Context: an optimization exercise on an open-source flow, tuned for small area, a short achievable clock period and few clock cycles. The choices shown serve that exercise and are no tape-out recipe.
Function was checked by simulation only, so behaviour that the tests miss may differ from the original.

## v55
## associative_memory
module associative_memory
(
	input Clk_CI, Reset_RI,
	input ValidIn_SI, ReadyIn_SI,
	output ReadyOut_SO, ValidOut_SO,
	input [2-1:0] ModeIn_SI,
	input [5-1:0] LabelIn_DI,
	input [0:1000-1] HypervectorIn_DI,
	output [5-1:0] LabelOut_DO,
	output [10-1:0] DistanceOut_DO
);
Size: about 17000 flip-flops, about 1000 I/O pins, ~830000 sq um of cells after synthesis.
clock: 13.5 ns
lec_check: 0
cap_margin: 20
core_margin: 2
core_utilization: 55
cts_cluster_diameter: 80
cts_cluster_size: 24
slew_margin: 20
synth_hierarchical: 1
tns_end_percent: 100
standard.sh (not shown) runs the stock make flow with config.mk's settings and CLKGATE_MAP_FILE= SYNTH_SCRIPT=/design/flow/synth_recipe.tcl, a recipe that flattens the netlist after the stock synthesis.
==> flow/flow/run.sh <==
#!/bin/bash
# Layout flow: the standard flow (standard.sh, all steps from synthesis to
# the final layout, with flow/config.mk's settings), changed in two ways:
#  - timing repair aims for 9.4 ns of setup slack on the 13.5 ns clock, so that
#    the repair steps keep working on paths longer than 4.1 ns;
#  - every port gets a sky130_fd_sc_hd__buf_2 buffer.
# The clock period, the constraints and everything else are the standard flow's.
# make's output goes to run_standard.log; each ORFS step logs under orfs/logs/.
set -euo pipefail
bash standard.sh SETUP_SLACK_MARGIN=9.4 "BUFFER_PORTS_ARGS=-buffer_cell sky130_fd_sc_hd__buf_2" finish > run_standard.log 2>&1
Testbench counts of v55, summed over its fixed seeds: cycles 1,112.
--- input diff v55..v30 ---
diff --git a/flow/config.mk b/flow/config.mk
--- a/flow/config.mk
+++ b/flow/config.mk
@@ -12,2 +12,3 @@
 export CTS_CLUSTER_SIZE = 24
+export PLACE_DENSITY = 0.66
 export SLEW_MARGIN = 20
Findings:
Between v30 and v55, the clock tree cell share of total cell area figures differ only marginally.
Taking v30 as 1.0, v55 lands at 0.926 on pin count of the biggest net entering global routing.
In terms of effective utilization at floorplan, v30 and v55 differ only marginally.
On count of inserted antenna diode cells, the lower figure sits with v55, not v30.
For the total global-route track usage, v30 came in 0.89 points lower than v55 did.
v30: full flow OK, the timing, design-rule and antenna checks passed
v55 has completed all stages; timing, DRC and antenna checks passed.
| detailed-route wire length on metal 1 | v30 vs v55 | 60000 um lower |
The run with more setup slack is v30; v55 has less.
The critical path endpoint comes out LabelOut_DO[0] in one run and DistanceOut_DO[2] in the other, namely in v30 and v55 respectively.
On routed wire length, the higher figure sits with v55, not v30.
Relative to v55, v30 degrades final-layout worst hold slack.
[inputs] v56 vs v30
diff --git a/flow/flow/run.sh b/flow/flow/run.sh
--- a/flow/flow/run.sh
+++ b/flow/flow/run.sh
@@ -5,3 +5,3 @@
 #    the repair steps keep working on paths longer than 4.1 ns;
-#  - every port gets a sky130_fd_sc_hd__buf_2 buffer.
+#  - every port gets a sky130_fd_sc_hd__buf_1 buffer.
 # The clock period, the constraints and everything else are the standard flow's.
@@ -9,2 +9,2 @@
 set -euo pipefail
-bash standard.sh SETUP_SLACK_MARGIN=9.4 "BUFFER_PORTS_ARGS=-buffer_cell sky130_fd_sc_hd__buf_2" finish > run_standard.log 2>&1
+bash standard.sh SETUP_SLACK_MARGIN=9.4 "BUFFER_PORTS_ARGS=-buffer_cell sky130_fd_sc_hd__buf_1" finish > run_standard.log 2>&1
diff --git a/flow/config.mk b/flow/config.mk
--- a/flow/config.mk
+++ b/flow/config.mk
@@ -12,3 +12,2 @@
 export CTS_CLUSTER_SIZE = 24
-export PLACE_DENSITY = 0.66
 export SLEW_MARGIN = 20
## What came out
v56 finished all stages; however, its layout fails the closing checks, the failures being antenna rules.
v30 finished all stages; the layout is clean.
Total CTS buffers is higher on v56
Against v30, v56 comes in 1.9% higher on detailed placer's ending HPWL.
Diff v56..v30 | well-tap cell count | unchanged
Setup clock skew after layout ends up lower on v56.
The following lists how v29 was set up differently from v56:
==> flow/flow/run.sh <==
#!/bin/bash
# Layout flow: the standard flow (standard.sh, all steps from synthesis to
# the final layout, with flow/config.mk's settings), changed in two ways:
#  - timing repair aims for 9.25 ns of setup slack on the 13.5 ns clock, so that
#    the repair steps keep working on paths longer than 4.25 ns;
#  - every port gets a sky130_fd_sc_hd__buf_2 buffer.
# The clock period, the constraints and everything else are the standard flow's.
# make's output goes to run_standard.log; each ORFS step logs under orfs/logs/.
set -euo pipefail
bash standard.sh SETUP_SLACK_MARGIN=9.25 "BUFFER_PORTS_ARGS=-buffer_cell sky130_fd_sc_hd__buf_2" finish > run_standard.log 2>&1
diff --git a/flow/config.mk b/flow/config.mk
--- a/flow/config.mk
+++ b/flow/config.mk
@@ -7,3 +7,3 @@
 export LEC_CHECK = 0
-export CAP_MARGIN = 20
+export CAP_MARGIN = 40
 export CORE_MARGIN = 2
@@ -12,3 +12,3 @@
 export CTS_CLUSTER_SIZE = 24
-export SLEW_MARGIN = 20
+export SLEW_MARGIN = 40
 export SYNTH_HIERARCHICAL = 1
### Flow results
Both conditions hold for v29: the flow ran to the end and the final layout passed the timing, design-rule and antenna checks. In v29 relative to v56, wire length had gone up slightly. When v29 is measured against v56, its later-pin clock latency in the skew report turns out 20 ps higher. Per the comparison of v29 with v56, layout clock buffer count climbed 28, final worst-path setup slack has increased, width of the die now sits at about the same level. ~same final core area utilization in v29 and v56. Between v56 and v29, the count of buffers from port buffering does not differ in any meaningful way. Relative to v56, initial antenna violation count increased by 43 in v29.
Changes in v42 relative to v29:
==> flow/flow/run.sh <==
#!/bin/bash
# Layout flow: the standard flow (standard.sh, all steps from synthesis to
# the final layout, with flow/config.mk's settings), changed in two ways:
#  - timing repair aims for 9.4 ns of setup slack on the 13.5 ns clock, so that
#    the repair steps keep working on paths longer than 4.1 ns;
#  - every port gets a sky130_fd_sc_hd__buf_2 buffer.
# The clock period, the constraints and everything else are the standard flow's.
# make's output goes to run_standard.log; each ORFS step logs under orfs/logs/.
set -euo pipefail
bash standard.sh SETUP_SLACK_MARGIN=9.4 "BUFFER_PORTS_ARGS=-buffer_cell sky130_fd_sc_hd__buf_2" finish > run_standard.log 2>&1
[summary]
- v42 finished every stage and its layout cleared the timing, design-rule and antenna checks.
- From v29 to v42 the numbers moved as follows: hold slack decreased 8.7 ps; diode insertion count for antenna repair increased about 10%; final-layout clock-cell area share essentially unchanged.
- The final wirelength on v42 is in line with that on v29.
Input-level comparison between v31 and v42:
diff --git a/flow/config.mk b/flow/config.mk
--- a/flow/config.mk
+++ b/flow/config.mk
@@ -7,3 +7,3 @@
 export LEC_CHECK = 0
-export CAP_MARGIN = 40
+export CAP_MARGIN = 10
 export CORE_MARGIN = 2
@@ -12,3 +12,3 @@
 export CTS_CLUSTER_SIZE = 24
-export SLEW_MARGIN = 40
+export SLEW_MARGIN = 10
 export SYNTH_HIERARCHICAL = 1
[summary]
- ~same fmax in v31 and v42
- v42 → v31: layout overhead on the synthesized area now smaller; overall routing resource usage comparable; utilization of the core after routing about even; wire length essentially unchanged.

## what the ideal ports hide
In the flow no input, the clock included, has a driving cell. The finished layouts below were timed again as built, in two steps.
Step 1 sets driving cells, clkbuf_16 on the clock port and buf_2 on the other inputs (assumed; they add their load-dependent delay and slew).
Step 2 adds t to the input delays and takes it off the output delays; t is the mean of the earliest and latest rising clock arrival at the registers after step 1. Input paths then give back, and output paths get back, about the clock's delay inside the block.
Slacks: ideal ports / drivers / drivers and shift; pairs: ideal ports / drivers.
run | t, ns | setup slack, ns | worst data-port slew with drivers (ns)
v55 | 1.484 | 9.068 / 8.875 / 8.354 | 0.14
v30 | 1.505 | 9.072 / 8.863 / 8.265 | 0.19
v56 | 1.486 | 9.054 / 8.859 / 8.076 | 0.15
v29 | 1.498 | 9.057 / 8.866 / 8.442 | 0.13
v42 | 1.502 | 9.053 / 8.861 / 8.461 | 0.14
v31 | 1.494 | 9.066 / 8.874 / 8.362 | 0.13
The setup slack of v56, which loses most, moves by -0.195 ns with the drivers and by -0.978 ns with both steps.
